This is an optimization exercise on Yosys and OpenROAD, whose aim is small area, a short achievable clock period and few clock cycles per item, not a production implementation.
RTL that was checked went through simulation tests only; none was proved equivalent to the original.
The RTL of run 1 was laid out without a check of its function.

==> flow/design.v (outline; a module is shown in full before it is edited, if it fits) <==
// module vproc_mul_block: 55 lines
// module vector_mul_simple: 3178 lines
// module mul_pp: 3 lines
// module mul_ppn: 3 lines
// module mul_fa: 4 lines
// module mul_ha: 4 lines
module vector_mul_simple (
    input  logic               clk_i,
    input  logic               rst_ni,
    input  logic               in_valid_i,
    input  logic signed [31:0] in_a_i,
    input  logic signed [31:0] in_b_i,
    output logic               out_valid_o,
    output logic signed [63:0] out_result_o
);
  // ...
==> flow/run.sh <==
#!/bin/bash
# synth_recipe.tcl (not shown) runs the flow's synth.tcl, then flattens the netlist and writes it again
# the make line also repeats each setting of config.mk as NAME=value (left out here)
make -C /OpenROAD-flow-scripts/flow DESIGN_CONFIG=/design/flow/config.mk WORK_HOME=/design/flow/orfs CLKGATE_MAP_FILE= SYNTH_SCRIPT=/design/flow/synth_recipe.tcl finish
==> flow/config.mk <==
export PLATFORM = sky130hd
export DESIGN_NAME = vector_mul_simple
export DESIGN_NICKNAME = vector_mul_simple
export VERILOG_FILES = /design/flow/design.v
export SDC_FILE = /design/flow/constraint.sdc
export NUM_CORES = 4
export LEC_CHECK = 0
export CAP_MARGIN = 20
export CORE_MARGIN = 2
export CORE_UTILIZATION = 40
export SLEW_MARGIN = 20
export SYNTH_HIERARCHICAL = 1
export SYNTH_MINIMUM_KEEP_SIZE = 0
==> flow/constraint.sdc <==
create_clock -name core_clock -period 8.0 [get_ports {clk_i}]
set_input_delay 1.6000 -clock core_clock [delete_from_list [all_inputs] [get_ports {clk_i}]]
set_output_delay 1.6000 -clock core_clock [all_outputs]
set_load 0.01 [all_outputs]
==> metrics.md, run 1 <==
| Metric | Value |
|---|---|
| Area after DPL | 32500 um^2 |
| # diodes | 4 |
| Worst min path class | reg -> reg |
| Post-CTS Hold Fix Bufs | 0 |
| Most frequent CP cell | fa_1 |
| CP Capture Type | register |
| Yosys warns | 7 |
| Met2 usage in global routing | 36.6% |
| DP HPWL | 72.3 mm |
| Routed len/inst | 25.4 um |
| Setup WS pre-CTS | ~3.5 ns |
| # Post-CTS Setup Buffers | 0 |
| Clock latency (worst-skew pair) | between 0.5 and 0.6 ns |
| Area share of the largest cell type after synthesis | a little under a third |
| Worst r2r dst | res_q[63] |
| Status | finished clean |
| Cell taking the most area after synthesis | fa_1 |
| Post-Layout Inst Area | 33900 um^2 |
| Ranking of synthesized cells by area | fa_1 30%, dfxtp_1 24%, xnor2_1 16% |
| Antenna viol nets, final | 0 |
| I/O Pins | between 100 and 150 |
| Most flops, register | res_q |
| Layout fillers | 6848 |
| Grt ovf | 0 |
| Invs w/o clock | 46 |
| Global-route wire length before repair | 148 mm |
| Top-count cell post-synth | xnor2_1 |
| Max Clk Rate | 0.220 GHz |
| Met3 usage in global routing | 8.25% |
| Most common flop cell mapped by yosys | dfxtp_1 |
==> run 2: changes to the inputs <==
--- a/flow/design.v
+++ b/flow/design.v
@@ -1476,136 +1476,136 @@
   logic s1349;
   logic c1350;
   logic s1351;
   logic c1352;
   logic s1353;
   logic c1354;
   logic s1355;
   logic c1356;
-  logic m1357;
-  logic m1358;
-  logic m1359;
-  logic m1360;
-  logic m1361;
-  logic m1362;
-  logic m1363;
-  logic m1364;
-  logic m1365;
-  logic m1366;
-  logic m1367;
-  logic m1368;
-  logic m1369;
-  logic m1370;
-  logic m1371;
-  logic m1372;
-  logic m1373;
-  logic m1374;
-  logic m1375;
-  logic m1376;
-  logic m1377;
-  logic m1378;
-  logic m1379;
-  logic m1380;
-  logic m1381;
-  logic m1382;
-  logic m1383;
-  logic m1384;
-  logic m1385;
-  logic m1386;
-  logic m1387;
-  logic m1388;
-  logic m1389;
-  logic m1390;
-  logic m1391;
-  logic m1392;
-  logic m1393;
-  logic m1394;
-  logic m1395;
-  logic m1396;
-  logic m1397;
-  logic m1398;
-  logic m1399;
-  logic m1400;
-  logic m1401;
-  logic m1402;
-  logic m1403;
-  logic m1404;
-  logic m1405;
-  logic m1406;
-  logic m1407;
-  logic m1408;
-  logic m1409;
-  logic m1410;
-  logic m1411;
-  logic m1412;
-  logic m1413;
-  logic m1414;
-  logic m1415;
-  logic m1416;
-  logic m1417;
-  logic m1418;
-  logic m1419;
-  logic m1420;
-  logic m1421;
-  logic m1422;
-  logic m1423;
-  logic m1424;
-  logic m1425;
-  logic m1426;
-  logic m1427;
-  logic m1428;
-  logic m1429;
-  logic m1430;
-  logic m1431;
-  logic m1432;
-  logic m1433;
-  logic m1434;
-  logic m1435;
-  logic m1436;
-  logic m1437;
-  logic m1438;
-  logic m1439;
-  logic m1440;
-  logic m1441;
-  logic m1442;
-  logic m1443;
-  logic m1444;
-  logic m1445;
-  logic m1446;
-  logic m1447;
-  logic m1448;
-  logic m1449;
-  logic m1450;
-  logic m1451;
-  logic m1452;
-  logic m1453;
-  logic m1454;
-  logic m1455;
-  logic m1456;
-  logic m1457;
-  logic m1458;
-  logic m1459;
-  logic m1460;
-  logic m1461;
-  logic m1462;
-  logic m1463;
-  logic m1464;
-  logic m1465;
-  logic m1466;
-  logic m1467;
-  logic m1468;
-  logic m1469;
-  logic m1470;
-  logic m1471;
-  logic m1472;
-  logic m1473;
-  logic m1474;
-  logic m1475;
-  logic m1476;
+  logic s1357;
+  logic c1358;
+  logic s1359;
+  logic c1360;
+  logic s1361;
+  logic c1362;
+  logic s1363;
+  logic c1364;
+  logic s1365;
+  logic c1366;
+  logic s1367;
+  logic c1368;
+  logic s1369;
+  logic c1370;
+  logic s1371;
+  logic c1372;
+  logic s1373;
+  logic c1374;
+  logic s1375;
+  logic c1376;
+  logic s1377;
+  logic c1378;
+  logic s1379;
+  logic c1380;
+  logic s1381;
+  logic c1382;
+  logic s1383;
+  logic c1384;
+  logic s1385;
+  logic c1386;
+  logic s1387;
+  logic c1388;
+  logic s1389;
+  logic c1390;
+  logic s1391;
+  logic c1392;
+  logic s1393;
+  logic c1394;
+  logic s1395;
+  logic c1396;
+  logic s1397;
+  logic c1398;
+  logic s1399;
+  logic c1400;
+  logic s1401;
+  logic c1402;
+  logic s1403;
+  logic c1404;
+  logic s1405;
+  logic c1406;
+  logic s1407;
+  logic c1408;
+  logic s1409;
+  logic c1410;
+  logic s1411;
+  logic c1412;
+  logic s1413;
+  logic c1414;
+  logic s1415;
+  logic c1416;
+  logic s1417;
+  logic c1418;
+  logic s1419;
+  logic c1420;
+  logic s1421;
+  logic c1422;
+  logic s1423;
+  logic c1424;
+  logic s1425;
+  logic c1426;
+  logic s1427;
+  logic c1428;
+  logic s1429;
+  logic c1430;
+  logic s1431;
+  logic c1432;
+  logic s1433;
+  logic c1434;
+  logic s1435;
+  logic c1436;
+  logic s1437;
+  logic c1438;
+  logic s1439;
+  logic c1440;
+  logic s1441;
+  logic c1442;
+  logic s1443;
+  logic c1444;
+  logic s1445;
+  logic c1446;
+  logic s1447;
+  logic c1448;
+  logic s1449;
+  logic c1450;
+  logic s1451;
+  logic c1452;
+  logic s1453;
+  logic c1454;
+  logic s1455;
+  logic c1456;
+  logic s1457;
+  logic c1458;
+  logic s1459;
+  logic c1460;
+  logic s1461;
+  logic c1462;
+  logic s1463;
+  logic c1464;
+  logic s1465;
+  logic c1466;
+  logic s1467;
+  logic c1468;
+  logic s1469;
+  logic c1470;
+  logic s1471;
+  logic c1472;
+  logic s1473;
+  logic c1474;
+  logic s1475;
+  logic c1476;
   logic m1477;
   logic m1478;
   logic m1479;
   logic m1480;
   logic m1481;
   logic m1482;
   logic m1483;
   logic m1484;
@@ -1690,84 +1690,84 @@
   logic m1563;
   logic m1564;
   logic m1565;
   logic m1566;
   logic m1567;
   logic m1568;
   logic m1569;
   logic m1570;
-  logic s1571;
-  logic c1572;
-  logic s1573;
-  logic c1574;
-  logic s1575;
-  logic c1576;
-  logic s1577;
-  logic c1578;
-  logic s1579;
-  logic c1580;
-  logic s1581;
-  logic c1582;
-  logic s1583;
-  logic c1584;
-  logic s1585;
-  logic c1586;
-  logic s1587;
-  logic c1588;
-  logic s1589;
-  logic c1590;
-  logic s1591;
-  logic c1592;
-  logic s1593;
-  logic c1594;
-  logic s1595;
-  logic c1596;
-  logic s1597;
-  logic c1598;
-  logic s1599;
-  logic c1600;
-  logic s1601;
-  logic c1602;
-  logic s1603;
-  logic c1604;
-  logic s1605;
-  logic c1606;
-  logic s1607;
-  logic c1608;
-  logic s1609;
-  logic c1610;
-  logic s1611;
-  logic c1612;
-  logic s1613;
-  logic c1614;
-  logic s1615;
-  logic c1616;
-  logic s1617;
-  logic c1618;
-  logic s1619;
-  logic c1620;
-  logic s1621;
-  logic c1622;
-  logic s1623;
-  logic c1624;
-  logic s1625;
-  logic c1626;
-  logic s1627;
-  logic c1628;
-  logic s1629;
-  logic c1630;
-  logic s1631;
-  logic c1632;
-  logic s1633;
-  logic c1634;
-  logic s1635;
-  logic c1636;
-  logic s1637;
-  logic c1638;
+  logic m1571;
+  logic m1572;
+  logic m1573;
+  logic m1574;
+  logic m1575;
+  logic m1576;
+  logic m1577;
+  logic m1578;
+  logic m1579;
+  logic m1580;
+  logic m1581;
+  logic m1582;
+  logic m1583;
+  logic m1584;
+  logic m1585;
+  logic m1586;
+  logic m1587;
+  logic m1588;
+  logic m1589;
+  logic m1590;
+  logic m1591;
+  logic m1592;
+  logic m1593;
+  logic m1594;
+  logic m1595;
+  logic m1596;
+  logic m1597;
+  logic m1598;
+  logic m1599;
+  logic m1600;
+  logic m1601;
+  logic m1602;
+  logic m1603;
+  logic m1604;
+  logic m1605;
+  logic m1606;
+  logic m1607;
+  logic m1608;
+  logic m1609;
+  logic m1610;
+  logic m1611;
+  logic m1612;
+  logic m1613;
+  logic m1614;
+  logic m1615;
+  logic m1616;
+  logic m1617;
+  logic m1618;
+  logic m1619;
+  logic m1620;
+  logic m1621;
+  logic m1622;
+  logic m1623;
+  logic m1624;
+  logic m1625;
+  logic m1626;
+  logic m1627;
+  logic m1628;
+  logic m1629;
+  logic m1630;
+  logic m1631;
+  logic m1632;
+  logic m1633;
+  logic m1634;
+  logic m1635;
+  logic m1636;
+  logic m1637;
+  logic m1638;
   logic s1639;
   logic c1640;
   logic s1641;
   logic c1642;
   logic s1643;
   logic c1644;
   logic s1645;
   logic c1646;
@@ -1886,62 +1886,16 @@
   logic s1759;
   logic c1760;
   logic s1761;
   logic c1762;
   logic s1763;
   logic c1764;
   logic s1765;
   logic c1766;
-  logic s1767;
-  logic c1768;
-  logic s1769;
-  logic c1770;
-  logic s1771;
-  logic c1772;
-  logic s1773;
-  logic c1774;
-  logic s1775;
-  logic c1776;
-  logic s1777;
-  logic c1778;
-  logic s1779;
-  logic c1780;
-  logic s1781;
-  logic c1782;
-  logic s1783;
-  logic c1784;
-  logic s1785;
-  logic c1786;
-  logic s1787;
-  logic c1788;
-  logic s1789;
-  logic c1790;
-  logic s1791;
-  logic c1792;
-  logic s1793;
-  logic c1794;
-  logic s1795;
-  logic c1796;
-  logic s1797;
-  logic c1798;
-  logic s1799;
-  logic c1800;
-  logic s1801;
-  logic c1802;
-  logic s1803;
-  logic c1804;
-  logic s1805;
-  logic c1806;
-  logic s1807;
-  logic c1808;
-  logic s1809;
-  logic c1810;
-  logic s1811;
-  logic c1812;
   mul_pp u_p1 (.n1(n1[0]), .n2(n2[0]), .nx0(nx0[0]), .nx1(nneg[0]), .p(p1));
   mul_pp u_p2 (.n1(n1[0]), .n2(n2[0]), .nx0(nx0[1]), .nx1(nx0[0]), .p(p2));
   mul_pp u_p3 (.n1(n1[0]), .n2(n2[0]), .nx0(nx0[2]), .nx1(nx0[1]), .p(p3));
   mul_pp u_p4 (.n1(n1[0]), .n2(n2[0]), .nx0(nx0[3]), .nx1(nx0[2]), .p(p4));
   mul_pp u_p5 (.n1(n1[0]), .n2(n2[0]), .nx0(nx0[4]), .nx1(nx0[3]), .p(p5));
   mul_pp u_p6 (.n1(n1[0]), .n2(n2[0]), .nx0(nx0[5]), .nx1(nx0[4]), .p(p6));
   mul_pp u_p7 (.n1(n1[0]), .n2(n2[0]), .nx0(nx0[6]), .nx1(nx0[5]), .p(p7));
   mul_pp u_p8 (.n1(n1[0]), .n2(n2[0]), .nx0(nx0[7]), .nx1(nx0[6]), .p(p8));
@@ -2882,356 +2836,307 @@
   mul_fa u_s1341 (.a(c1158), .b(c1160), .c(s1161), .s(s1341), .co(c1342));
   mul_fa u_s1343 (.a(c1162), .b(c1164), .c(s1165), .s(s1343), .co(c1344));
   mul_fa u_s1345 (.a(c1166), .b(s1167), .c(s903), .s(s1345), .co(c1346));
   mul_fa u_s1347 (.a(c1168), .b(s1169), .c(s907), .s(s1347), .co(c1348));
   mul_fa u_s1349 (.a(c1170), .b(s1171), .c(s911), .s(s1349), .co(c1350));
   mul_fa u_s1351 (.a(c1172), .b(s1173), .c(p538), .s(s1351), .co(c1352));
   mul_fa u_s1353 (.a(c1176), .b(c916), .c(s917), .s(s1353), .co(c1354));
   mul_fa u_s1355 (.a(c1178), .b(p543), .c(1'b1), .s(s1355), .co(c1356));
-  mul_ha u_s1571 (.a(m1422), .b(m1423), .s(s1571), .co(c1572));
-  mul_ha u_s1573 (.a(m1427), .b(m1428), .s(s1573), .co(c1574));
-  mul_fa u_s1575 (.a(m1431), .b(m1432), .c(m1433), .s(s1575), .co(c1576));
-  mul_fa u_s1577 (.a(m1436), .b(m1437), .c(m1438), .s(s1577), .co(c1578));
-  mul_fa u_s1579 (.a(m1441), .b(m1442), .c(m1443), .s(s1579), .co(c1580));
-  mul_fa u_s1581 (.a(m1446), .b(m1447), .c(m1448), .s(s1581), .co(c1582));
-  mul_ha u_s1583 (.a(m1449), .b(m1450), .s(s1583), .co(c1584));
-  mul_fa u_s1585 (.a(m1452), .b(m1453), .c(m1454), .s(s1585), .co(c1586));
-  mul_ha u_s1587 (.a(m1455), .b(m1456), .s(s1587), .co(c1588));
-  mul_fa u_s1589 (.a(m1457), .b(m1458), .c(m1459), .s(s1589), .co(c1590));
-  mul_fa u_s1591 (.a(m1460), .b(m1461), .c(m1462), .s(s1591), .co(c1592));
-  mul_fa u_s1593 (.a(m1463), .b(m1464), .c(m1465), .s(s1593), .co(c1594));
-  mul_fa u_s1595 (.a(m1466), .b(m1467), .c(m1468), .s(s1595), .co(c1596));
-  mul_fa u_s1597 (.a(m1469), .b(m1470), .c(m1471), .s(s1597), .co(c1598));
-  mul_fa u_s1599 (.a(m1472), .b(m1473), .c(m1474), .s(s1599), .co(c1600));
-  mul_fa u_s1601 (.a(m1475), .b(m1476), .c(m1477), .s(s1601), .co(c1602));
-  mul_fa u_s1603 (.a(m1478), .b(m1479), .c(m1480), .s(s1603), .co(c1604));
-  mul_fa u_s1605 (.a(m1481), .b(m1482), .c(m1483), .s(s1605), .co(c1606));
-  mul_fa u_s1607 (.a(m1484), .b(m1485), .c(m1486), .s(s1607), .co(c1608));
-  mul_fa u_s1609 (.a(m1487), .b(m1488), .c(m1489), .s(s1609), .co(c1610));
-  mul_ha u_s1611 (.a(m1490), .b(m1491), .s(s1611), .co(c1612));
-  mul_fa u_s1613 (.a(m1492), .b(m1493), .c(m1494), .s(s1613), .co(c1614));
-  mul_ha u_s1615 (.a(m1495), .b(m1496), .s(s1615), .co(c1616));
-  mul_fa u_s1617 (.a(m1497), .b(m1498), .c(m1499), .s(s1617), .co(c1618));
-  mul_ha u_s1619 (.a(m1500), .b(m1501), .s(s1619), .co(c1620));
-  mul_fa u_s1621 (.a(m1502), .b(m1503), .c(m1504), .s(s1621), .co(c1622));
-  mul_ha u_s1623 (.a(m1506), .b(m1507), .s(s1623), .co(c1624));
-  mul_ha u_s1625 (.a(m1510), .b(m1511), .s(s1625), .co(c1626));
-  mul_ha u_s1627 (.a(m1514), .b(m1515), .s(s1627), .co(c1628));
-  mul_ha u_s1629 (.a(m1518), .b(m1519), .s(s1629), .co(c1630));
-  mul_ha u_s1631 (.a(m1522), .b(m1523), .s(s1631), .co(c1632));
-  mul_ha u_s1633 (.a(m1526), .b(m1527), .s(s1633), .co(c1634));
-  mul_ha u_s1635 (.a(m1530), .b(m1531), .s(s1635), .co(c1636));
-  mul_ha u_s1637 (.a(m1391), .b(m1392), .s(s1637), .co(c1638));
-  mul_ha u_s1639 (.a(m1395), .b(m1396), .s(s1639), .co(c1640));
-  mul_fa u_s1641 (.a(m1398), .b(m1399), .c(m1400), .s(s1641), .co(c1642));
-  mul_fa u_s1643 (.a(m1402), .b(m1403), .c(m1404), .s(s1643), .co(c1644));
-  mul_fa u_s1645 (.a(m1406), .b(m1407), .c(m1408), .s(s1645), .co(c1646));
-  mul_fa u_s1647 (.a(m1410), .b(m1411), .c(m1412), .s(s1647), .co(c1648));
-  mul_fa u_s1649 (.a(m1414), .b(m1415), .c(m1416), .s(s1649), .co(c1650));
-  mul_fa u_s1651 (.a(m1418), .b(m1419), .c(m1420), .s(s1651), .co(c1652));
-  mul_fa u_s1653 (.a(s1571), .b(m1424), .c(m1425), .s(s1653), .co(c1654));
-  mul_fa u_s1655 (.a(s1573), .b(m1429), .c(m1430), .s(s1655), .co(c1656));
-  mul_fa u_s1657 (.a(s1575), .b(m1434), .c(m1435), .s(s1657), .co(c1658));
-  mul_fa u_s1659 (.a(s1577), .b(m1439), .c(m1440), .s(s1659), .co(c1660));
-  mul_fa u_s1661 (.a(s1579), .b(m1444), .c(m1445), .s(s1661), .co(c1662));
-  mul_fa u_s1663 (.a(s1581), .b(s1583), .c(m1451), .s(s1663), .co(c1664));
-  mul_fa u_s1665 (.a(s1585), .b(s1587), .c(c1582), .s(s1665), .co(c1666));
-  mul_fa u_s1667 (.a(s1589), .b(s1591), .c(c1586), .s(s1667), .co(c1668));
-  mul_fa u_s1669 (.a(s1593), .b(s1595), .c(c1590), .s(s1669), .co(c1670));
-  mul_fa u_s1671 (.a(s1597), .b(s1599), .c(c1594), .s(s1671), .co(c1672));
-  mul_fa u_s1673 (.a(s1601), .b(s1603), .c(c1598), .s(s1673), .co(c1674));
-  mul_fa u_s1675 (.a(s1605), .b(s1607), .c(c1602), .s(s1675), .co(c1676));
-  mul_fa u_s1677 (.a(s1609), .b(s1611), .c(c1606), .s(s1677), .co(c1678));
-  mul_fa u_s1679 (.a(s1613), .b(s1615), .c(c1610), .s(s1679), .co(c1680));
-  mul_fa u_s1681 (.a(s1617), .b(s1619), .c(c1614), .s(s1681), .co(c1682));
-  mul_fa u_s1683 (.a(s1621), .b(m1505), .c(c1618), .s(s1683), .co(c1684));
-  mul_fa u_s1685 (.a(s1623), .b(m1508), .c(m1509), .s(s1685), .co(c1686));
-  mul_fa u_s1687 (.a(s1625), .b(m1512), .c(m1513), .s(s1687), .co(c1688));
-  mul_fa u_s1689 (.a(s1627), .b(m1516), .c(m1517), .s(s1689), .co(c1690));
-  mul_fa u_s1691 (.a(s1629), .b(m1520), .c(m1521), .s(s1691), .co(c1692));
-  mul_fa u_s1693 (.a(s1631), .b(m1524), .c(m1525), .s(s1693), .co(c1694));
-  mul_fa u_s1695 (.a(s1633), .b(m1528), .c(m1529), .s(s1695), .co(c1696));
-  mul_fa u_s1697 (.a(s1635), .b(m1532), .c(m1533), .s(s1697), .co(c1698));
-  mul_fa u_s1699 (.a(m1534), .b(m1535), .c(m1536), .s(s1699), .co(c1700));
-  mul_ha u_s1701 (.a(m1537), .b(m1538), .s(s1701), .co(c1702));
-  mul_ha u_s1703 (.a(m1540), .b(m1541), .s(s1703), .co(c1704));
-  mul_ha u_s1705 (.a(m1543), .b(m1544), .s(s1705), .co(c1706));
-  mul_ha u_s1707 (.a(m1546), .b(m1547), .s(s1707), .co(c1708));
-  mul_ha u_s1709 (.a(m1549), .b(m1550), .s(s1709), .co(c1710));
-  mul_ha u_s1711 (.a(m1363), .b(m1364), .s(s1711), .co(c1712));
-  mul_ha u_s1713 (.a(m1368), .b(m1369), .s(s1713), .co(c1714));
-  mul_ha u_s1715 (.a(m1374), .b(m1375), .s(s1715), .co(c1716));
-  mul_ha u_s1717 (.a(m1377), .b(m1378), .s(s1717), .co(c1718));
-  mul_fa u_s1719 (.a(m1379), .b(m1380), .c(m1381), .s(s1719), .co(c1720));
-  mul_fa u_s1721 (.a(m1382), .b(m1383), .c(m1384), .s(s1721), .co(c1722));
-  mul_fa u_s1723 (.a(m1385), .b(m1386), .c(m1387), .s(s1723), .co(c1724));
-  mul_fa u_s1725 (.a(m1388), .b(m1389), .c(m1390), .s(s1725), .co(c1726));
-  mul_fa u_s1727 (.a(s1637), .b(m1393), .c(m1394), .s(s1727), .co(c1728));
-  mul_fa u_s1729 (.a(s1639), .b(m1397), .c(c1638), .s(s1729), .co(c1730));
-  mul_fa u_s1731 (.a(s1641), .b(m1401), .c(c1640), .s(s1731), .co(c1732));
-  mul_fa u_s1733 (.a(s1643), .b(m1405), .c(c1642), .s(s1733), .co(c1734));
-  mul_fa u_s1735 (.a(s1645), .b(m1409), .c(c1644), .s(s1735), .co(c1736));
-  mul_fa u_s1737 (.a(s1647), .b(m1413), .c(c1646), .s(s1737), .co(c1738));
-  mul_fa u_s1739 (.a(s1649), .b(m1417), .c(c1648), .s(s1739), .co(c1740));
-  mul_fa u_s1741 (.a(s1651), .b(m1421), .c(c1650), .s(s1741), .co(c1742));
-  mul_fa u_s1743 (.a(s1653), .b(m1426), .c(c1652), .s(s1743), .co(c1744));
-  mul_fa u_s1745 (.a(s1655), .b(c1572), .c(c1654), .s(s1745), .co(c1746));
-  mul_fa u_s1747 (.a(s1657), .b(c1574), .c(c1656), .s(s1747), .co(c1748));
-  mul_fa u_s1749 (.a(s1659), .b(c1576), .c(c1658), .s(s1749), .co(c1750));
-  mul_fa u_s1751 (.a(s1661), .b(c1578), .c(c1660), .s(s1751), .co(c1752));
-  mul_fa u_s1753 (.a(s1663), .b(c1580), .c(c1662), .s(s1753), .co(c1754));
-  mul_fa u_s1755 (.a(s1665), .b(c1584), .c(c1664), .s(s1755), .co(c1756));
-  mul_fa u_s1757 (.a(s1667), .b(c1588), .c(c1666), .s(s1757), .co(c1758));
-  mul_fa u_s1759 (.a(s1669), .b(c1592), .c(c1668), .s(s1759), .co(c1760));
-  mul_fa u_s1761 (.a(s1671), .b(c1596), .c(c1670), .s(s1761), .co(c1762));
-  mul_fa u_s1763 (.a(s1673), .b(c1600), .c(c1672), .s(s1763), .co(c1764));
-  mul_fa u_s1765 (.a(s1675), .b(c1604), .c(c1674), .s(s1765), .co(c1766));
-  mul_fa u_s1767 (.a(s1677), .b(c1608), .c(c1676), .s(s1767), .co(c1768));
-  mul_fa u_s1769 (.a(s1679), .b(c1612), .c(c1678), .s(s1769), .co(c1770));
-  mul_fa u_s1771 (.a(s1681), .b(c1616), .c(c1680), .s(s1771), .co(c1772));
-  mul_fa u_s1773 (.a(s1683), .b(c1620), .c(c1682), .s(s1773), .co(c1774));
-  mul_fa u_s1775 (.a(s1685), .b(c1622), .c(c1684), .s(s1775), .co(c1776));
-  mul_fa u_s1777 (.a(s1687), .b(c1624), .c(c1686), .s(s1777), .co(c1778));
-  mul_fa u_s1779 (.a(s1689), .b(c1626), .c(c1688), .s(s1779), .co(c1780));
-  mul_fa u_s1781 (.a(s1691), .b(c1628), .c(c1690), .s(s1781), .co(c1782));
-  mul_fa u_s1783 (.a(s1693), .b(c1630), .c(c1692), .s(s1783), .co(c1784));
-  mul_fa u_s1785 (.a(s1695), .b(c1632), .c(c1694), .s(s1785), .co(c1786));
-  mul_fa u_s1787 (.a(s1697), .b(c1634), .c(c1696), .s(s1787), .co(c1788));
-  mul_fa u_s1789 (.a(s1699), .b(c1636), .c(c1698), .s(s1789), .co(c1790));
-  mul_fa u_s1791 (.a(s1701), .b(m1539), .c(c1700), .s(s1791), .co(c1792));
-  mul_fa u_s1793 (.a(s1703), .b(m1542), .c(c1702), .s(s1793), .co(c1794));
-  mul_fa u_s1795 (.a(s1705), .b(m1545), .c(c1704), .s(s1795), .co(c1796));
-  mul_fa u_s1797 (.a(s1707), .b(m1548), .c(c1706), .s(s1797), .co(c1798));
-  mul_fa u_s1799 (.a(s1709), .b(m1551), .c(c1708), .s(s1799), .co(c1800));
-  mul_fa u_s1801 (.a(m1552), .b(m1553), .c(c1710), .s(s1801), .co(c1802));
-  mul_ha u_s1803 (.a(m1554), .b(m1555), .s(s1803), .co(c1804));
-  mul_ha u_s1805 (.a(m1556), .b(m1557), .s(s1805), .co(c1806));
-  mul_ha u_s1807 (.a(m1558), .b(m1559), .s(s1807), .co(c1808));
-  mul_fa u_s1809 (.a(m1560), .b(m1561), .c(m1562), .s(s1809), .co(c1810));
-  mul_ha u_s1811 (.a(m1564), .b(m1565), .s(s1811), .co(c1812));
+  mul_fa u_s1357 (.a(c1180), .b(c548), .c(s549), .s(s1357), .co(c1358));
+  mul_fa u_s1359 (.a(c1182), .b(c926), .c(s927), .s(s1359), .co(c1360));
+  mul_fa u_s1361 (.a(c1186), .b(s1187), .c(s571), .s(s1361), .co(c1362));
+  mul_fa u_s1363 (.a(c1190), .b(s1191), .c(s943), .s(s1363), .co(c1364));
+  mul_fa u_s1365 (.a(c1192), .b(s1193), .c(s947), .s(s1365), .co(c1366));
+  mul_fa u_s1367 (.a(c1194), .b(s1195), .c(s951), .s(s1367), .co(c1368));
+  mul_fa u_s1369 (.a(c1196), .b(s1197), .c(s1199), .s(s1369), .co(c1370));
+  mul_fa u_s1371 (.a(c1198), .b(c1200), .c(s1201), .s(s1371), .co(c1372));
+  mul_fa u_s1373 (.a(c1202), .b(s1203), .c(s1205), .s(s1373), .co(c1374));
+  mul_fa u_s1375 (.a(c1204), .b(c1206), .c(s1207), .s(s1375), .co(c1376));
+  mul_fa u_s1377 (.a(c1208), .b(c1210), .c(s1211), .s(s1377), .co(c1378));
+  mul_fa u_s1379 (.a(c1212), .b(c1214), .c(s1215), .s(s1379), .co(c1380));
+  mul_fa u_s1381 (.a(c1216), .b(c1218), .c(s1219), .s(s1381), .co(c1382));
+  mul_fa u_s1383 (.a(c1220), .b(c1222), .c(s1223), .s(s1383), .co(c1384));
+  mul_fa u_s1385 (.a(c1224), .b(c1226), .c(s1227), .s(s1385), .co(c1386));
+  mul_fa u_s1387 (.a(c1228), .b(c1230), .c(s1231), .s(s1387), .co(c1388));
+  mul_ha u_s1389 (.a(s1233), .b(p410), .s(s1389), .co(c1390));
+  mul_fa u_s1391 (.a(c1232), .b(c1234), .c(s1235), .s(s1391), .co(c1392));
+  mul_fa u_s1393 (.a(c1236), .b(c1238), .c(s1239), .s(s1393), .co(c1394));
+  mul_ha u_s1395 (.a(s1241), .b(s689), .s(s1395), .co(c1396));
+  mul_fa u_s1397 (.a(c1240), .b(c1242), .c(s1243), .s(s1397), .co(c1398));
+  mul_ha u_s1399 (.a(s1245), .b(s1023), .s(s1399), .co(c1400));
+  mul_fa u_s1401 (.a(c1244), .b(c1246), .c(s1247), .s(s1401), .co(c1402));
+  mul_ha u_s1403 (.a(s1249), .b(s1251), .s(s1403), .co(c1404));
+  mul_fa u_s1405 (.a(c1248), .b(c1250), .c(c1252), .s(s1405), .co(c1406));
+  mul_fa u_s1407 (.a(s1253), .b(s1255), .c(s1037), .s(s1407), .co(c1408));
+  mul_fa u_s1409 (.a(c1254), .b(c1256), .c(s1257), .s(s1409), .co(c1410));
+  mul_ha u_s1411 (.a(s1259), .b(s1261), .s(s1411), .co(c1412));
+  mul_fa u_s1413 (.a(c1258), .b(c1260), .c(c1262), .s(s1413), .co(c1414));
+  mul_fa u_s1415 (.a(s1263), .b(s1265), .c(s1267), .s(s1415), .co(c1416));
+  mul_fa u_s1417 (.a(c1264), .b(c1266), .c(c1268), .s(s1417), .co(c1418));
+  mul_fa u_s1419 (.a(s1269), .b(s1271), .c(s1273), .s(s1419), .co(c1420));
+  mul_fa u_s1421 (.a(c1270), .b(c1272), .c(c1274), .s(s1421), .co(c1422));
+  mul_fa u_s1423 (.a(s1275), .b(s1277), .c(s1279), .s(s1423), .co(c1424));
+  mul_fa u_s1425 (.a(c1276), .b(c1278), .c(c1280), .s(s1425), .co(c1426));
+  mul_fa u_s1427 (.a(s1281), .b(s1283), .c(s1285), .s(s1427), .co(c1428));
+  mul_fa u_s1429 (.a(c1282), .b(c1284), .c(c1286), .s(s1429), .co(c1430));
+  mul_fa u_s1431 (.a(s1287), .b(s1289), .c(s783), .s(s1431), .co(c1432));
+  mul_fa u_s1433 (.a(c1288), .b(c1290), .c(s1291), .s(s1433), .co(c1434));
+  mul_ha u_s1435 (.a(s1293), .b(s793), .s(s1435), .co(c1436));
+  mul_fa u_s1437 (.a(c1292), .b(c1294), .c(s1295), .s(s1437), .co(c1438));
+  mul_ha u_s1439 (.a(s1297), .b(s803), .s(s1439), .co(c1440));
+  mul_fa u_s1441 (.a(c1296), .b(c1298), .c(s1299), .s(s1441), .co(c1442));
+  mul_ha u_s1443 (.a(s1301), .b(p520), .s(s1443), .co(c1444));
+  mul_fa u_s1445 (.a(c1300), .b(c1302), .c(s1303), .s(s1445), .co(c1446));
+  mul_fa u_s1447 (.a(c1304), .b(c1306), .c(s1307), .s(s1447), .co(c1448));
+  mul_fa u_s1449 (.a(c1308), .b(c1310), .c(s1311), .s(s1449), .co(c1450));
+  mul_fa u_s1451 (.a(c1312), .b(c1314), .c(s1315), .s(s1451), .co(c1452));
+  mul_fa u_s1453 (.a(c1316), .b(c1318), .c(s1319), .s(s1453), .co(c1454));
+  mul_fa u_s1455 (.a(c1320), .b(c1322), .c(s1323), .s(s1455), .co(c1456));
+  mul_fa u_s1457 (.a(c1324), .b(c1326), .c(s1327), .s(s1457), .co(c1458));
+  mul_fa u_s1459 (.a(c1328), .b(c1330), .c(s1331), .s(s1459), .co(c1460));
+  mul_fa u_s1461 (.a(c1332), .b(s1333), .c(s1147), .s(s1461), .co(c1462));
+  mul_fa u_s1463 (.a(c1334), .b(s1335), .c(s1151), .s(s1463), .co(c1464));
+  mul_fa u_s1465 (.a(c1336), .b(s1337), .c(s1155), .s(s1465), .co(c1466));
+  mul_fa u_s1467 (.a(c1338), .b(s1339), .c(s1159), .s(s1467), .co(c1468));
+  mul_fa u_s1469 (.a(c1340), .b(s1341), .c(s1163), .s(s1469), .co(c1470));
+  mul_fa u_s1471 (.a(c1342), .b(s1343), .c(s899), .s(s1471), .co(c1472));
+  mul_fa u_s1473 (.a(c1352), .b(c1174), .c(s1175), .s(s1473), .co(c1474));
+  mul_fa u_s1475 (.a(c1354), .b(c918), .c(s919), .s(s1475), .co(c1476));
+  mul_ha u_s1639 (.a(m1529), .b(m1530), .s(s1639), .co(c1640));
+  mul_ha u_s1641 (.a(m1533), .b(m1534), .s(s1641), .co(c1642));
+  mul_fa u_s1643 (.a(m1536), .b(m1537), .c(m1538), .s(s1643), .co(c1644));
+  mul_fa u_s1645 (.a(m1540), .b(m1541), .c(m1542), .s(s1645), .co(c1646));
+  mul_fa u_s1647 (.a(m1544), .b(m1545), .c(m1546), .s(s1647), .co(c1648));
+  mul_fa u_s1649 (.a(m1548), .b(m1549), .c(m1550), .s(s1649), .co(c1650));
+  mul_fa u_s1651 (.a(m1552), .b(m1553), .c(m1554), .s(s1651), .co(c1652));
+  mul_fa u_s1653 (.a(m1556), .b(m1557), .c(m1558), .s(s1653), .co(c1654));
+  mul_fa u_s1655 (.a(m1560), .b(m1561), .c(m1562), .s(s1655), .co(c1656));
+  mul_fa u_s1657 (.a(m1564), .b(m1565), .c(m1566), .s(s1657), .co(c1658));
+  mul_fa u_s1659 (.a(m1568), .b(m1569), .c(m1570), .s(s1659), .co(c1660));
+  mul_fa u_s1661 (.a(m1572), .b(m1573), .c(m1574), .s(s1661), .co(c1662));
+  mul_fa u_s1663 (.a(m1576), .b(m1577), .c(m1578), .s(s1663), .co(c1664));
+  mul_fa u_s1665 (.a(m1580), .b(m1581), .c(m1582), .s(s1665), .co(c1666));
+  mul_fa u_s1667 (.a(m1584), .b(m1585), .c(m1586), .s(s1667), .co(c1668));
+  mul_ha u_s1669 (.a(m1588), .b(m1589), .s(s1669), .co(c1670));
+  mul_ha u_s1671 (.a(m1591), .b(m1592), .s(s1671), .co(c1672));
+  mul_ha u_s1673 (.a(m1594), .b(m1595), .s(s1673), .co(c1674));
+  mul_ha u_s1675 (.a(m1597), .b(m1598), .s(s1675), .co(c1676));
+  mul_ha u_s1677 (.a(m1600), .b(m1601), .s(s1677), .co(c1678));
+  mul_ha u_s1679 (.a(m1603), .b(m1604), .s(s1679), .co(c1680));
+  mul_ha u_s1681 (.a(m1606), .b(m1607), .s(s1681), .co(c1682));
+  mul_ha u_s1683 (.a(m1493), .b(m1494), .s(s1683), .co(c1684));
+  mul_ha u_s1685 (.a(m1503), .b(m1504), .s(s1685), .co(c1686));
+  mul_ha u_s1687 (.a(m1506), .b(m1507), .s(s1687), .co(c1688));
+  mul_fa u_s1689 (.a(m1508), .b(m1509), .c(m1510), .s(s1689), .co(c1690));
+  mul_fa u_s1691 (.a(m1511), .b(m1512), .c(m1513), .s(s1691), .co(c1692));
+  mul_fa u_s1693 (.a(m1514), .b(m1515), .c(m1516), .s(s1693), .co(c1694));
+  mul_fa u_s1695 (.a(m1517), .b(m1518), .c(m1519), .s(s1695), .co(c1696));
+  mul_fa u_s1697 (.a(m1520), .b(m1521), .c(m1522), .s(s1697), .co(c1698));
+  mul_fa u_s1699 (.a(m1523), .b(m1524), .c(m1525), .s(s1699), .co(c1700));
+  mul_fa u_s1701 (.a(m1526), .b(m1527), .c(m1528), .s(s1701), .co(c1702));
+  mul_fa u_s1703 (.a(s1639), .b(m1531), .c(m1532), .s(s1703), .co(c1704));
+  mul_fa u_s1705 (.a(s1641), .b(m1535), .c(c1640), .s(s1705), .co(c1706));
+  mul_fa u_s1707 (.a(s1643), .b(m1539), .c(c1642), .s(s1707), .co(c1708));
+  mul_fa u_s1709 (.a(s1645), .b(m1543), .c(c1644), .s(s1709), .co(c1710));
+  mul_fa u_s1711 (.a(s1647), .b(m1547), .c(c1646), .s(s1711), .co(c1712));
+  mul_fa u_s1713 (.a(s1649), .b(m1551), .c(c1648), .s(s1713), .co(c1714));
+  mul_fa u_s1715 (.a(s1651), .b(m1555), .c(c1650), .s(s1715), .co(c1716));
+  mul_fa u_s1717 (.a(s1653), .b(m1559), .c(c1652), .s(s1717), .co(c1718));
+  mul_fa u_s1719 (.a(s1655), .b(m1563), .c(c1654), .s(s1719), .co(c1720));
+  mul_fa u_s1721 (.a(s1657), .b(m1567), .c(c1656), .s(s1721), .co(c1722));
+  mul_fa u_s1723 (.a(s1659), .b(m1571), .c(c1658), .s(s1723), .co(c1724));
+  mul_fa u_s1725 (.a(s1661), .b(m1575), .c(c1660), .s(s1725), .co(c1726));
+  mul_fa u_s1727 (.a(s1663), .b(m1579), .c(c1662), .s(s1727), .co(c1728));
+  mul_fa u_s1729 (.a(s1665), .b(m1583), .c(c1664), .s(s1729), .co(c1730));
+  mul_fa u_s1731 (.a(s1667), .b(m1587), .c(c1666), .s(s1731), .co(c1732));
+  mul_fa u_s1733 (.a(s1669), .b(m1590), .c(c1668), .s(s1733), .co(c1734));
+  mul_fa u_s1735 (.a(s1671), .b(m1593), .c(c1670), .s(s1735), .co(c1736));
+  mul_fa u_s1737 (.a(s1673), .b(m1596), .c(c1672), .s(s1737), .co(c1738));
+  mul_fa u_s1739 (.a(s1675), .b(m1599), .c(c1674), .s(s1739), .co(c1740));
+  mul_fa u_s1741 (.a(s1677), .b(m1602), .c(c1676), .s(s1741), .co(c1742));
+  mul_fa u_s1743 (.a(s1679), .b(m1605), .c(c1678), .s(s1743), .co(c1744));
+  mul_fa u_s1745 (.a(s1681), .b(m1608), .c(c1680), .s(s1745), .co(c1746));
+  mul_fa u_s1747 (.a(m1609), .b(m1610), .c(c1682), .s(s1747), .co(c1748));
+  mul_ha u_s1749 (.a(m1611), .b(m1612), .s(s1749), .co(c1750));
+  mul_ha u_s1751 (.a(m1613), .b(m1614), .s(s1751), .co(c1752));
+  mul_ha u_s1753 (.a(m1615), .b(m1616), .s(s1753), .co(c1754));
+  mul_ha u_s1755 (.a(m1617), .b(m1618), .s(s1755), .co(c1756));
+  mul_ha u_s1757 (.a(m1619), .b(m1620), .s(s1757), .co(c1758));
+  mul_fa u_s1759 (.a(m1621), .b(m1622), .c(m1623), .s(s1759), .co(c1760));
+  mul_ha u_s1761 (.a(m1624), .b(m1625), .s(s1761), .co(c1762));
+  mul_ha u_s1763 (.a(m1626), .b(m1627), .s(s1763), .co(c1764));
+  mul_ha u_s1765 (.a(m1628), .b(m1629), .s(s1765), .co(c1766));
   always_ff @(posedge clk_i) begin
-    m1357 <= p1;
-    m1358 <= neg[0];
-    m1359 <= p2;
-    m1360 <= s545;
-    m1361 <= s921;
-    m1362 <= s1179;
-    m1363 <= c1180;
-    m1364 <= c548;
-    m1365 <= s549;
-    m1366 <= s923;
-    m1367 <= s1181;
-    m1368 <= c1182;
-    m1369 <= c926;
-    m1370 <= s927;
-    m1371 <= s1183;
-    m1372 <= c1184;
-    m1373 <= s1185;
-    m1374 <= c1186;
-    m1375 <= s1187;
-    m1376 <= s571;
-    m1377 <= c1188;
-    m1378 <= s1189;
-    m1379 <= c1190;
-    m1380 <= s1191;
-    m1381 <= s943;
-    m1382 <= c1192;
-    m1383 <= s1193;
-    m1384 <= s947;
-    m1385 <= c1194;
-    m1386 <= s1195;
-    m1387 <= s951;
-    m1388 <= c1196;
-    m1389 <= s1197;
-    m1390 <= s1199;
-    m1391 <= c1198;
-    m1392 <= c1200;
-    m1393 <= s1201;
-    m1394 <= s959;
-    m1395 <= c1202;
-    m1396 <= s1203;
-    m1397 <= s1205;
-    m1398 <= c1204;
-    m1399 <= c1206;
-    m1400 <= s1207;
-    m1401 <= s1209;
-    m1402 <= c1208;
-    m1403 <= c1210;
-    m1404 <= s1211;
-    m1405 <= s1213;
-    m1406 <= c1212;
-    m1407 <= c1214;
-    m1408 <= s1215;
-    m1409 <= s1217;
-    m1410 <= c1216;
-    m1411 <= c1218;
-    m1412 <= s1219;
-    m1413 <= s1221;
-    m1414 <= c1220;
-    m1415 <= c1222;
-    m1416 <= s1223;
-    m1417 <= s1225;
-    m1418 <= c1224;
-    m1419 <= c1226;
-    m1420 <= s1227;
-    m1421 <= s1229;
-    m1422 <= c1228;
-    m1423 <= c1230;
-    m1424 <= s1231;
-    m1425 <= s1233;
-    m1426 <= p410;
-    m1427 <= c1232;
-    m1428 <= c1234;
-    m1429 <= s1235;
-    m1430 <= s1237;
-    m1431 <= c1236;
-    m1432 <= c1238;
-    m1433 <= s1239;
-    m1434 <= s1241;
-    m1435 <= s689;
-    m1436 <= c1240;
-    m1437 <= c1242;
-    m1438 <= s1243;
-    m1439 <= s1245;
-    m1440 <= s1023;
-    m1441 <= c1244;
-    m1442 <= c1246;
-    m1443 <= s1247;
-    m1444 <= s1249;
-    m1445 <= s1251;
-    m1446 <= c1248;
-    m1447 <= c1250;
-    m1448 <= c1252;
-    m1449 <= s1253;
-    m1450 <= s1255;
-    m1451 <= s1037;
-    m1452 <= c1254;
-    m1453 <= c1256;
-    m1454 <= s1257;
-    m1455 <= s1259;
-    m1456 <= s1261;
-    m1457 <= c1258;
-    m1458 <= c1260;
-    m1459 <= c1262;
-    m1460 <= s1263;
-    m1461 <= s1265;
-    m1462 <= s1267;
-    m1463 <= c1264;
-    m1464 <= c1266;
-    m1465 <= c1268;
-    m1466 <= s1269;
-    m1467 <= s1271;
-    m1468 <= s1273;
-    m1469 <= c1270;
-    m1470 <= c1272;
-    m1471 <= c1274;
-    m1472 <= s1275;
-    m1473 <= s1277;
-    m1474 <= s1279;
-    m1475 <= c1276;
-    m1476 <= c1278;
-    m1477 <= c1280;
-    m1478 <= s1281;
-    m1479 <= s1283;
-    m1480 <= s1285;
-    m1481 <= c1282;
-    m1482 <= c1284;
-    m1483 <= c1286;
-    m1484 <= s1287;
-    m1485 <= s1289;
-    m1486 <= s783;
-    m1487 <= c1288;
-    m1488 <= c1290;
-    m1489 <= s1291;
-    m1490 <= s1293;
-    m1491 <= s793;
-    m1492 <= c1292;
-    m1493 <= c1294;
-    m1494 <= s1295;
-    m1495 <= s1297;
-    m1496 <= s803;
-    m1497 <= c1296;
-    m1498 <= c1298;
-    m1499 <= s1299;
-    m1500 <= s1301;
-    m1501 <= p520;
-    m1502 <= c1300;
-    m1503 <= c1302;
-    m1504 <= s1303;
-    m1505 <= s1305;
-    m1506 <= c1304;
-    m1507 <= c1306;
-    m1508 <= s1307;
-    m1509 <= s1309;
-    m1510 <= c1308;
-    m1511 <= c1310;
-    m1512 <= s1311;
-    m1513 <= s1313;
-    m1514 <= c1312;
-    m1515 <= c1314;
-    m1516 <= s1315;
-    m1517 <= s1317;
-    m1518 <= c1316;
-    m1519 <= c1318;
-    m1520 <= s1319;
-    m1521 <= s1321;
-    m1522 <= c1320;
-    m1523 <= c1322;
-    m1524 <= s1323;
-    m1525 <= s1325;
-    m1526 <= c1324;
-    m1527 <= c1326;
-    m1528 <= s1327;
-    m1529 <= s1329;
-    m1530 <= c1328;
-    m1531 <= c1330;
-    m1532 <= s1331;
-    m1533 <= s1143;
-    m1534 <= c1332;
-    m1535 <= s1333;
-    m1536 <= s1147;
-    m1537 <= c1334;
-    m1538 <= s1335;
-    m1539 <= s1151;
-    m1540 <= c1336;
-    m1541 <= s1337;
-    m1542 <= s1155;
-    m1543 <= c1338;
-    m1544 <= s1339;
-    m1545 <= s1159;
-    m1546 <= c1340;
-    m1547 <= s1341;
-    m1548 <= s1163;
-    m1549 <= c1342;
-    m1550 <= s1343;
-    m1551 <= s899;
-    m1552 <= c1344;
-    m1553 <= s1345;
-    m1554 <= c1346;
-    m1555 <= s1347;
-    m1556 <= c1348;
-    m1557 <= s1349;
-    m1558 <= c1350;
-    m1559 <= s1351;
-    m1560 <= c1352;
-    m1561 <= c1174;
-    m1562 <= s1175;
-    m1563 <= s1353;
-    m1564 <= c1354;
-    m1565 <= c918;
-    m1566 <= s919;
-    m1567 <= s1177;
-    m1568 <= s1355;
-    m1569 <= c1356;
-    m1570 <= p544;
+    m1477 <= p1;
+    m1478 <= neg[0];
+    m1479 <= p2;
+    m1480 <= s545;
+    m1481 <= s921;
+    m1482 <= s1179;
+    m1483 <= s1357;
+    m1484 <= c1358;
+    m1485 <= s923;
+    m1486 <= s1181;
+    m1487 <= s1359;
+    m1488 <= c1360;
+    m1489 <= s1183;
+    m1490 <= c1184;
+    m1491 <= s1185;
+    m1492 <= s1361;
+    m1493 <= c1362;
+    m1494 <= c1188;
+    m1495 <= s1189;
+    m1496 <= s1363;
+    m1497 <= c1364;
+    m1498 <= s1365;
+    m1499 <= c1366;
+    m1500 <= s1367;
+    m1501 <= c1368;
+    m1502 <= s1369;
+    m1503 <= c1370;
+    m1504 <= s1371;
+    m1505 <= s959;
+    m1506 <= c1372;
+    m1507 <= s1373;
+    m1508 <= c1374;
+    m1509 <= s1375;
+    m1510 <= s1209;
+    m1511 <= c1376;
+    m1512 <= s1377;
+    m1513 <= s1213;
+    m1514 <= c1378;
+    m1515 <= s1379;
+    m1516 <= s1217;
+    m1517 <= c1380;
+    m1518 <= s1381;
+    m1519 <= s1221;
+    m1520 <= c1382;
+    m1521 <= s1383;
+    m1522 <= s1225;
+    m1523 <= c1384;
+    m1524 <= s1385;
+    m1525 <= s1229;
+    m1526 <= c1386;
+    m1527 <= s1387;
+    m1528 <= s1389;
+    m1529 <= c1388;
+    m1530 <= c1390;
+    m1531 <= s1391;
+    m1532 <= s1237;
+    m1533 <= c1392;
+    m1534 <= s1393;
+    m1535 <= s1395;
+    m1536 <= c1394;
+    m1537 <= c1396;
+    m1538 <= s1397;
+    m1539 <= s1399;
+    m1540 <= c1398;
+    m1541 <= c1400;
+    m1542 <= s1401;
+    m1543 <= s1403;
+    m1544 <= c1402;
+    m1545 <= c1404;
+    m1546 <= s1405;
+    m1547 <= s1407;
+    m1548 <= c1406;
+    m1549 <= c1408;
+    m1550 <= s1409;
+    m1551 <= s1411;
+    m1552 <= c1410;
+    m1553 <= c1412;
+    m1554 <= s1413;
+    m1555 <= s1415;
+    m1556 <= c1414;
+    m1557 <= c1416;
+    m1558 <= s1417;
+    m1559 <= s1419;
+    m1560 <= c1418;
+    m1561 <= c1420;
+    m1562 <= s1421;
+    m1563 <= s1423;
+    m1564 <= c1422;
+    m1565 <= c1424;
+    m1566 <= s1425;
+    m1567 <= s1427;
+    m1568 <= c1426;
+    m1569 <= c1428;
+    m1570 <= s1429;
+    m1571 <= s1431;
+    m1572 <= c1430;
+    m1573 <= c1432;
+    m1574 <= s1433;
+    m1575 <= s1435;
+    m1576 <= c1434;
+    m1577 <= c1436;
+    m1578 <= s1437;
+    m1579 <= s1439;
+    m1580 <= c1438;
+    m1581 <= c1440;
+    m1582 <= s1441;
+    m1583 <= s1443;
+    m1584 <= c1442;
+    m1585 <= c1444;
+    m1586 <= s1445;
+    m1587 <= s1305;
+    m1588 <= c1446;
+    m1589 <= s1447;
+    m1590 <= s1309;
+    m1591 <= c1448;
+    m1592 <= s1449;
+    m1593 <= s1313;
+    m1594 <= c1450;
+    m1595 <= s1451;
+    m1596 <= s1317;
+    m1597 <= c1452;
+    m1598 <= s1453;
+    m1599 <= s1321;
+    m1600 <= c1454;
+    m1601 <= s1455;
+    m1602 <= s1325;
+    m1603 <= c1456;
+    m1604 <= s1457;
+    m1605 <= s1329;
+    m1606 <= c1458;
+    m1607 <= s1459;
+    m1608 <= s1143;
+    m1609 <= c1460;
+    m1610 <= s1461;
+    m1611 <= c1462;
+    m1612 <= s1463;
+    m1613 <= c1464;
+    m1614 <= s1465;
+    m1615 <= c1466;
+    m1616 <= s1467;
+    m1617 <= c1468;
+    m1618 <= s1469;
+    m1619 <= c1470;
+    m1620 <= s1471;
+    m1621 <= c1472;
+    m1622 <= c1344;
+    m1623 <= s1345;
+    m1624 <= c1346;
+    m1625 <= s1347;
+    m1626 <= c1348;
+    m1627 <= s1349;
+    m1628 <= c1350;
+    m1629 <= s1351;
+    m1630 <= s1473;
+    m1631 <= c1474;
+    m1632 <= s1353;
+    m1633 <= s1475;
+    m1634 <= c1476;
+    m1635 <= s1177;
+    m1636 <= s1355;
+    m1637 <= c1356;
+    m1638 <= p544;
   end
   logic [63:0] ra, rb;
-  assign ra = {m1569, m1568, m1567, s1811, m1563, s1809, s1807, s1805, s1803, s1801, s1799, s1797, s1795, s1793, s1791, s1789, s1787, s1785, s1783, s1781, s1779, s1777, s1775, s1773, s1771, s1769, s1767, s1765, s1763, s1761, s1759, s1757, s1755, s1753, s1751, s1749, s1747, s1745, s1743, s1741, s1739, s1737, s1735, s1733, s1731, s1729, s1727, s1725, s1723, s1721, s1719, s1717, s1715, m1372, m1371, s1713, m1367, m1366, s1711, m1362, m1361, m1360, m1359, m1357};
-  assign rb = {m1570, 1'b0, c1812, m1566, c1810, c1808, c1806, c1804, c1802, c1800, c1798, c1796, c1794, c1792, c1790, c1788, c1786, c1784, c1782, c1780, c1778, c1776, c1774, c1772, c1770, c1768, c1766, c1764, c1762, c1760, c1758, c1756, c1754, c1752, c1750, c1748, c1746, c1744, c1742, c1740, c1738, c1736, c1734, c1732, c1730, c1728, c1726, c1724, c1722, c1720, c1718, c1716, m1376, m1373, c1714, m1370, 1'b0, c1712, m1365, 1'b0, 1'b0, 1'b0, 1'b0, m1358};
+  assign ra = {m1637, m1636, m1634, m1633, m1631, m1630, s1765, s1763, s1761, s1759, s1757, s1755, s1753, s1751, s1749, s1747, s1745, s1743, s1741, s1739, s1737, s1735, s1733, s1731, s1729, s1727, s1725, s1723, s1721, s1719, s1717, s1715, s1713, s1711, s1709, s1707, s1705, s1703, s1701, s1699, s1697, s1695, s1693, s1691, s1689, s1687, s1685, m1501, m1499, m1497, m1496, s1683, m1492, m1490, m1488, m1487, m1486, m1484, m1483, m1482, m1481, m1480, m1479, m1477};
+  assign rb = {m1638, 1'b0, m1635, 1'b0, m1632, c1766, c1764, c1762, c1760, c1758, c1756, c1754, c1752, c1750, c1748, c1746, c1744, c1742, c1740, c1738, c1736, c1734, c1732, c1730, c1728, c1726, c1724, c1722, c1720, c1718, c1716, c1714, c1712, c1710, c1708, c1706, c1704, c1702, c1700, c1698, c1696, c1694, c1692, c1690, c1688, c1686, m1505, m1502, m1500, m1498, c1684, m1495, 1'b0, m1491, m1489, 1'b0, 1'b0, m1485, 1'b0, 1'b0, 1'b0, 1'b0, 1'b0, m1478};
   logic [63:0] res_q;
   always_ff @(posedge clk_i) res_q <= ra + rb;
   assign out_result_o = res_q;
 endmodule
 module mul_pp (input logic n1, n2, nx0, nx1, output logic p);
   assign p = ~((n1 | nx0) & (n2 | nx1));
 endmodule
 module mul_ppn (input logic n1, n2, nx0, nx1, output logic pn);
==> flow/config.mk (replaced) <==
export PLATFORM = sky130hd
export DESIGN_NAME = vector_mul_simple
export DESIGN_NICKNAME = vector_mul_simple
export VERILOG_FILES = /design/flow/design.v
export SDC_FILE = /design/flow/constraint.sdc
export NUM_CORES = 4
export LEC_CHECK = 0
export CAP_MARGIN = 20
export CORE_MARGIN = 2
export CORE_UTILIZATION = 40
export SETUP_SLACK_MARGIN = 4.3
export SLEW_MARGIN = 20
export SYNTH_HIERARCHICAL = 1
export SYNTH_MINIMUM_KEEP_SIZE = 0
==> run 2 against run 1 <==
  * Non-clock buffer count grew 1
  * Via count shrank 1.9%
  * Utilization grew 0.29 points
  * Hold slack gained 0.0052 ns
  * Critical endpoint unchanged
  * Largest cell class unchanged
  * Area after synthesis shrank 3.8%
  * Die area shrank 3.8%
  * Cell area shrank 3.2%
==> metrics.md, run 2 <==
| Metric | Value |
|---|---|
| Most flops, register | res_q (unchanged) |
| Commonest cells in the netlist | 547 x xnor2_1, 530 x o22ai_1, 458 x fa_1 (was 552 x xnor2_1, 528 x o22ai_1, 454 x fa_1) |
| Cell taking the most area after synthesis | fa_1 (unchanged) |
| Grt ovf | 0 (unchanged) |
| Detailed Routing Iterations Pass 1 | 8 (was 6) |
| Relative slew margins | 29.1% (was 25.0%) |
| Synth cell types | 67 (was 60) |
| Sequential share of the synthesized area | 21.5% (was 24.1%) |
| Critical path arrival | 4.05 ns (was 4.99 ns) |
| Tot GR Track Use | 25.7% (was 24.9%) |
| Worst setup margin | 4.40 ns (was 3.46 ns) |
| Final setup viols | 0 (unchanged) |
| # rows | 98 (was 100) |
| Hold slack | 0.352 ns (was 0.347 ns) |
| Antenna viol nets, final | 0 (unchanged) |
| Die area | 74300 um^2 (was 77200 um^2) |
| Ys async rst share | 0.971% (was 0.831%) |
| Final hold violations | 0 (unchanged) |
| Worst min path class | reg -> reg (unchanged) |
| Number of flops mapped to enable cells by yosys | 0 (unchanged) |
| Port bufs | 131 (unchanged) |
| Global-route wire length before repair | 146 mm (was 148 mm) |
| TritonCTS Buffers | 38 (was 43) |
| Layout fillers | 6592 (was 6848) |
| Mapped Cells | 2655 (was 2730) |
| Initial Utilization | 40.3% (was 40.4%) |
| Routed len/inst | 25.7 um (was 25.4 um) |
| Top Usage Layer GRT | met2 (unchanged) |
| Die Y-Extent | 273 um (was 278 um) |
| Area of the core | 71500 um^2 (was 74300 um^2) |
| Most common flop cell mapped by yosys | dfxtp_1 (unchanged) |
| Startpoint Class | register (unchanged) |
| Clock latency (worst-skew pair) | 0.59 ns (about the same) |
| Vias in the first global route | 23400 (was 24400) |
| Crit path max fanout | 5 (was 7) |
| Most frequent cells in the layout | 547 x xnor2_1, 530 x o22ai_1, 458 x fa_1, 273 x dfxtp_1, 135 x ha_1 (was 552 x xnor2_1, 528 x o22ai_1, 454 x fa_1, 327 x dfxtp_1, 146 x ha_1) |
| Routed WL | 96.0 mm (was 97.0 mm) |
| Worst slew pin tran | 1.06 ns (was 1.13 ns) |
| Fin. max-slew vios | 0 (unchanged) |
| Avg Inst Size Synth | 10.9 um^2 (was 11.0 um^2) |
| Max Clk Rate | 0.278 GHz (was 0.220 GHz) |
| Flip-flop count of the largest register after layout | 64 (unchanged) |
| Commonest non-fill, non-tap cell in the layout | xnor2_1 (unchanged) |
| Clock Sinks | 309 (was 361) |
| Max-cap violations | 0 (unchanged) |
| Post-CTS Hold Fix Bufs | 0 (unchanged) |
| Top-count cell post-synth | xnor2_1 (unchanged) |
| I/O Pins | 132 (unchanged) |
| Clock Pin Slew Worst Setup and Hold Paths | 0.06 ns (about the same) |
| Status | finished clean (unchanged) |
| Setup WS pre-CTS | 3.95 ns (was 3.54 ns) |
| Area after DPL | 31300 um^2 (was 32500 um^2) |
| Ranking of synthesized cells by area | fa_1 32%, dfxtp_1 21%, xnor2_1 17% (was fa_1 30%, dfxtp_1 24%, xnor2_1 16%) |
| Yosys warns | 7 (unchanged) |
| CP Class | reg -> reg (unchanged) |
| Vias | 22700 (was 23200) |
| RSZ-0062 raised after global routing | yes (was no) |
| P&R area growth vs syn | 13.8% (was 13.1%) |
| Post-Layout Inst Area | 32800 um^2 (was 33900 um^2) |
| Via density per instance | 6.09 (was 6.06) |
| DP HPWL | 70.0 mm (was 72.3 mm) |
| Clk_skew | 0.0478 ns (was 0.0334 ns) |
| Regs by FF count | res_q: 64 flops, b_q: 32 flops (unchanged) |
| Mapped Area | 28800 um^2 (was 30000 um^2) |
| Largest net degree at the start of global routing | 35 (unchanged) |
| Nets | 3421 (was 3490) |
| Crit path time final | 3.60 ns (was 4.54 ns) |
| Drt first-iter violations | 2542 (was 2643) |
| CTS tree | done (unchanged) |
| Root Buffer | clkbuf_16 (unchanged) |
| Area share of the largest cell type after synthesis | 31.8% (was 30.3%) |
| GP Congestion | 0.955 (was 0.911) |
| Setup TNS Final | 0 ns (unchanged) |
| Synth Register Bits | 309 (was 361) |
| Met2 usage in global routing | 37.8% (was 36.6%) |
| Initial antenna violation count | 2 (was 5) |
| Final period utilization | 45.0% (was 56.8%) |
| Chip Width | 273 um (was 278 um) |
| Met3 usage in global routing | 8.47% (was 8.25%) |
| H-tree depth | 2 (unchanged) |
| Clock Path Buffers | 3 (unchanged) |
| # diodes | 0 (was 4) |
| Drt drc | 0 (unchanged) |
| M1 GR Usage | 34.9% (was 34.1%) |
| CP Data Required Time | 8.45 ns (about the same) |
| Layout cells sized above 1 | 7.12% (was 5.82%) |
| CP Capture Type | register (unchanged) |
run 2: path summary, 6_finish.rpt:
path / from / to / depth (start not counted) / slack, ns
min in group asynchronous: rst_ni / v2_q / 1 / 1.22
worst min-delay path: v1_q / v2_q / 0 / 0.35
max in group asynchronous: rst_ni / v3_q / 1 / 6.63
worst max-delay path: m1544 / res_q[63] / 11 / 4.40
worst max register to register: m1544 / res_q[63] / 11 / 4.40
worst min register to register: v1_q / v2_q / 0 / 0.35
run 2: repair_timing:
action / in CTS / in global routing
setup endpoints to repair: 39 / 12
pin swaps: 3 / 1
gates resized for setup: 15 / 18
cloned: 0 / 0
buffers inserted: 2 / 1
endpoints found under the hold margin: 0 / 0
run 2: final cells by class:
class	instances	area, um^2	area share, %
multi-input combinational	2169	22100	67.3
sequential	309	6250	19.0
timing repair buffer	194	1780	5.43
tap	950	1190	3.62
clock buffer	47	1070	3.25
clock inverter	20	282	0.857
inverter	43	161	0.492
run 2: worst max-delay path, stage by stage, from the launching register on:
cell and delay [ns]:
dfxtp_1 0.31, fa_1 0.50, fa_1 0.50, ha_1 0.38
a21oi_2 0.21, o21ai_0 0.16, a21oi_1 0.19, nor2_1 0.10
a2111oi_4 0.37, o21ai_0 0.18, or4_1 0.40, and3_1 0.17
run 2: logic make-up after synthesis:
group / after synthesis / share of synthesized area, %
and+or+nand+nor: 232 / 4.10
xor gates and xnor gates: 571 / 17.3
buffers and inverters: 192 / 2.52
AOI/OAI and AO/OA: 751 / 16.6
adders and majority gates: 599 / 37.9
other: 1 / 0.0130
DFF: 309 / 21.5
run 2: through the flow:
stage,util [%],cells
finish,45.9,3732
CTS,45.8,3731
floorplan,-,2670
global route,45.9,3732
detailed placement,43.8,3662
global placement,43.8,3662
run 2: per-module statistics from Yosys (local to each module, per instance):
module,cells inside,cell area (um^2),times used,flops+latches
vector_mul_simple,1581,15300,1,309
mul_fa,1,20.0,458,0
mul_ha,1,12.5,72,0
mul_ppn,1,8.76,16,0
mul_pp,1,6.26,528,0
run 2: metal layers:
metal	routed length, um	part of all wire [%]
met5	11	0.011
met4	3740	3.9
met3	12000	12
met2	40500	42
met1	39800	41
Testbench counts of run 2, summed over its fixed seeds: cycles 16,016, items 16,000.
==> run 3: changes to the inputs <==
--- a/flow/config.mk
+++ b/flow/config.mk
@@ -8,7 +8,7 @@
 export CAP_MARGIN = 20
 export CORE_MARGIN = 2
 export CORE_UTILIZATION = 40
-export SETUP_SLACK_MARGIN = 4.3
+export SETUP_SLACK_MARGIN = 4.7
 export SLEW_MARGIN = 20
 export SYNTH_HIERARCHICAL = 1
 export SYNTH_MINIMUM_KEEP_SIZE = 0
==> run 3 against run 2 <==
  * Sequential cell count unchanged
  * Utilization up 2.2 points
  * Register-to-register slack better by 0.16 ns
  * Worst setup slack better by 0.16 ns
  * Critical path depth unchanged
  * Clock-buffer cell count up 2
  * Final cell count up 1.4%
  * Clock skew down 0.027 ns
  * Critical path type unchanged
==> metrics.md, run 3 <==
| Metric | Value |
|---|---|
| Status | finished clean (unchanged) |
| Final setup viols | 0 (unchanged) |
| Chip Width | 273 um (unchanged) |
| Clock Sinks | 309 (unchanged) |
| Clock Pin Slew Worst Setup and Hold Paths | 0.07 ns (was 0.06 ns) |
| Max Clk Rate | 0.291 GHz (was 0.278 GHz) |
| RSZ-0062 raised after global routing | yes (unchanged) |
| Worst r2r dst | res_q[58] (was res_q[63]) |
| CP Data Required Time | 8.45 ns (about the same) |
| Layout cells sized above 1 | 11.5% (was 7.12%) |
| Global-route wire length before repair | 150 mm (was 146 mm) |
| Vias | 23600 (was 22700) |
| Final period utilization | 43.0% (was 45.0%) |
| Worst slew pin tran | 0.726 ns (was 1.06 ns) |
| Commonest non-fill, non-tap cell in the layout | o22ai_1 (was xnor2_1) |
| Routed WL | 100 mm (was 96.0 mm) |
| Fin. max-slew vios | 0 (unchanged) |
| Port bufs | 131 (unchanged) |
| Relative slew margins | 51.4% (was 29.1%) |
| Area of the core | 71500 um^2 (unchanged) |
| Cell taking the most area after synthesis | fa_1 (unchanged) |
| Critical path arrival | 3.89 ns (was 4.05 ns) |
| Regs by FF count | res_q: 64 flops, b_q: 32 flops (unchanged) |
| Startpoint Class | register (unchanged) |
| Ys async rst share | 0.971% (unchanged) |
| Initial antenna violation count | 2 (unchanged) |
| Nets | 3469 (was 3421) |
| Tot GR Track Use | 26.4% (was 25.7%) |
| Crit path max fanout | 5 (unchanged) |
| Worst min path class | reg -> reg (unchanged) |
| Clock Path Buffers | 3 (unchanged) |
| Root Buffer | clkbuf_16 (unchanged) |
| Initial Utilization | 40.3% (unchanged) |
| Setup WS pre-CTS | 4.11 ns (was 3.95 ns) |
| Reg2reg start | m1540 (was m1544) |
| Commonest cells in the netlist | 547 x xnor2_1, 530 x o22ai_1, 458 x fa_1 (unchanged) |
| Via density per instance | 6.24 (was 6.09) |
| Area share of the largest cell type after synthesis | 31.8% (unchanged) |
| Mapped Cells | 2655 (unchanged) |
| TritonCTS Buffers | 39 (was 38) |
| Worst setup margin | 4.56 ns (was 4.40 ns) |
| I/O Pins | 132 (unchanged) |
| Clk_skew | 0.0205 ns (was 0.0478 ns) |
| Grt ovf | 0 (unchanged) |
| DP HPWL | 69.7 mm (was 70.0 mm) |
| Worst reg2reg path depth | 11 (unchanged) |
| # rows | 98 (unchanged) |
[run 3: cell counts after synthesis]
No cell type changed its count.
[run 3: metrics by stage]
stage	cells	area, um^2	utilization [%]	hold WS [ns]
finish	3784	34400	48.2	0.357
CTS	3751	33500	46.9	0.359
floorplan	2670	29000	-	0.329
global route	3784	34400	48.2	0.373
detailed placement	3658	31300	43.8	0.336
global placement	3658	31300	43.8	0.339
[run 3: critical path, cell delays in order, from the launching register on]
cell	delay, ns
dfxtp_2	0.32
fa_1	0.56
fa_1	0.46
ha_4	0.31
nand4_1	0.22
nor3_2	0.24
a22o_1	0.25
a22oi_2	0.15
a31o_4	0.29
a211oi_4	0.27
o31ai_2	0.12
xnor2_1	0.14
[run 3: layer usage]
layer	global-route usage, %	wire [um]	vias up
li1	-	-	9837
met1	34.5	39100	11600
met2	38.5	42300	1778
met3	11.2	14300	349
met4	10.9	4370	2
met5	0	13	-
[run 3: repair_timing]
item | CTS | global route
pin swaps | 28 | 26
hold buffers | 0 | 0
gates resized for setup | 122 | 119
cloned | 0 | 2
buffers inserted | 22 | 30
endpoints found under the setup margin | 160 | 111
[run 3: kinds of logic (layout without fill, tap and decap cells)]
logic type	Yosys count	in the layout	synth area share (%)
flops	309	309	21.5
buf+inv	192	355	2.52
simple gates	232	232	4.10
compound gates	751	751	16.6
other cells	1	17	0.0130
xor+xnor	571	571	17.3
fa+ha+maj	599	599	37.9
[run 3: area by class of cell]
type	instances	area, um^2	area share (%)
antenna	1	2.50	0.00727
clock buffer	49	1060	3.09
clock inverter	22	317	0.920
inverter	43	161	0.469
multi-input combinational	2169	22800	66.1
sequential	309	6310	18.3
tap	950	1190	3.45
timing repair buffer	241	2630	7.63
[run 3: Yosys stat by module (local to each module, per instance)]
module | copies in the design | flops+latches | cells inside | cell area, um^2
mul_ppn | 16 | 0 | 1 | 8.76
mul_fa | 458 | 0 | 1 | 20.0
vector_mul_simple | 1 | 309 | 1581 | 15300
mul_pp | 528 | 0 | 1 | 6.26
mul_ha | 72 | 0 | 1 | 12.5
[run 3: how the worst max path moves through the flow]
stage / end / slack (ns) / cells after the start
after floorplan: m1498 / 4.71 / 8
after global placement: res_q[58] / 4.17 / 11
after detailed placement: m1547 / 4.11 / 6
after CTS: res_q[58] / 4.66 / 11
after global routing: res_q[58] / 4.45 / 11
final: res_q[58] / 4.56 / 11

-- re-timing with driven ports --
How much do the figures lean on ideal ports? The routed layouts below were timed once more, with nothing changed but the port constraints. Step 1 sets driving cells, clkbuf_16 on the clock port and buf_2 on the other inputs (assumed; they add their load-dependent delay and slew). Step 2, shift: input delay + t, output delay - t, t = (earliest + latest rising clock arrival at the registers) / 2. This alone moves slack from input paths to output paths. Slacks: ideal ports / drivers / drivers and shift; pairs: ideal ports / drivers.
run | t, ns | setup slack, ns | hold WS [ns] | worst setup path at the end | worst register clock-pin slew, ns
run 1 | 0.632 | 3.456 / 3.456 / 3.456 | 0.347 / 0.347 / 0.347 | register to register | 0.06 / 0.06
run 2 | 0.625 | 4.403 / 4.403 / 4.403 | 0.352 / 0.352 / 0.352 | register to register | 0.07 / 0.07
run 3 | 0.627 | 4.559 / 4.559 / 4.559 | 0.357 / 0.357 / 0.357 | register to register | 0.07 / 0.07
After both steps every run listed still meets setup and hold.
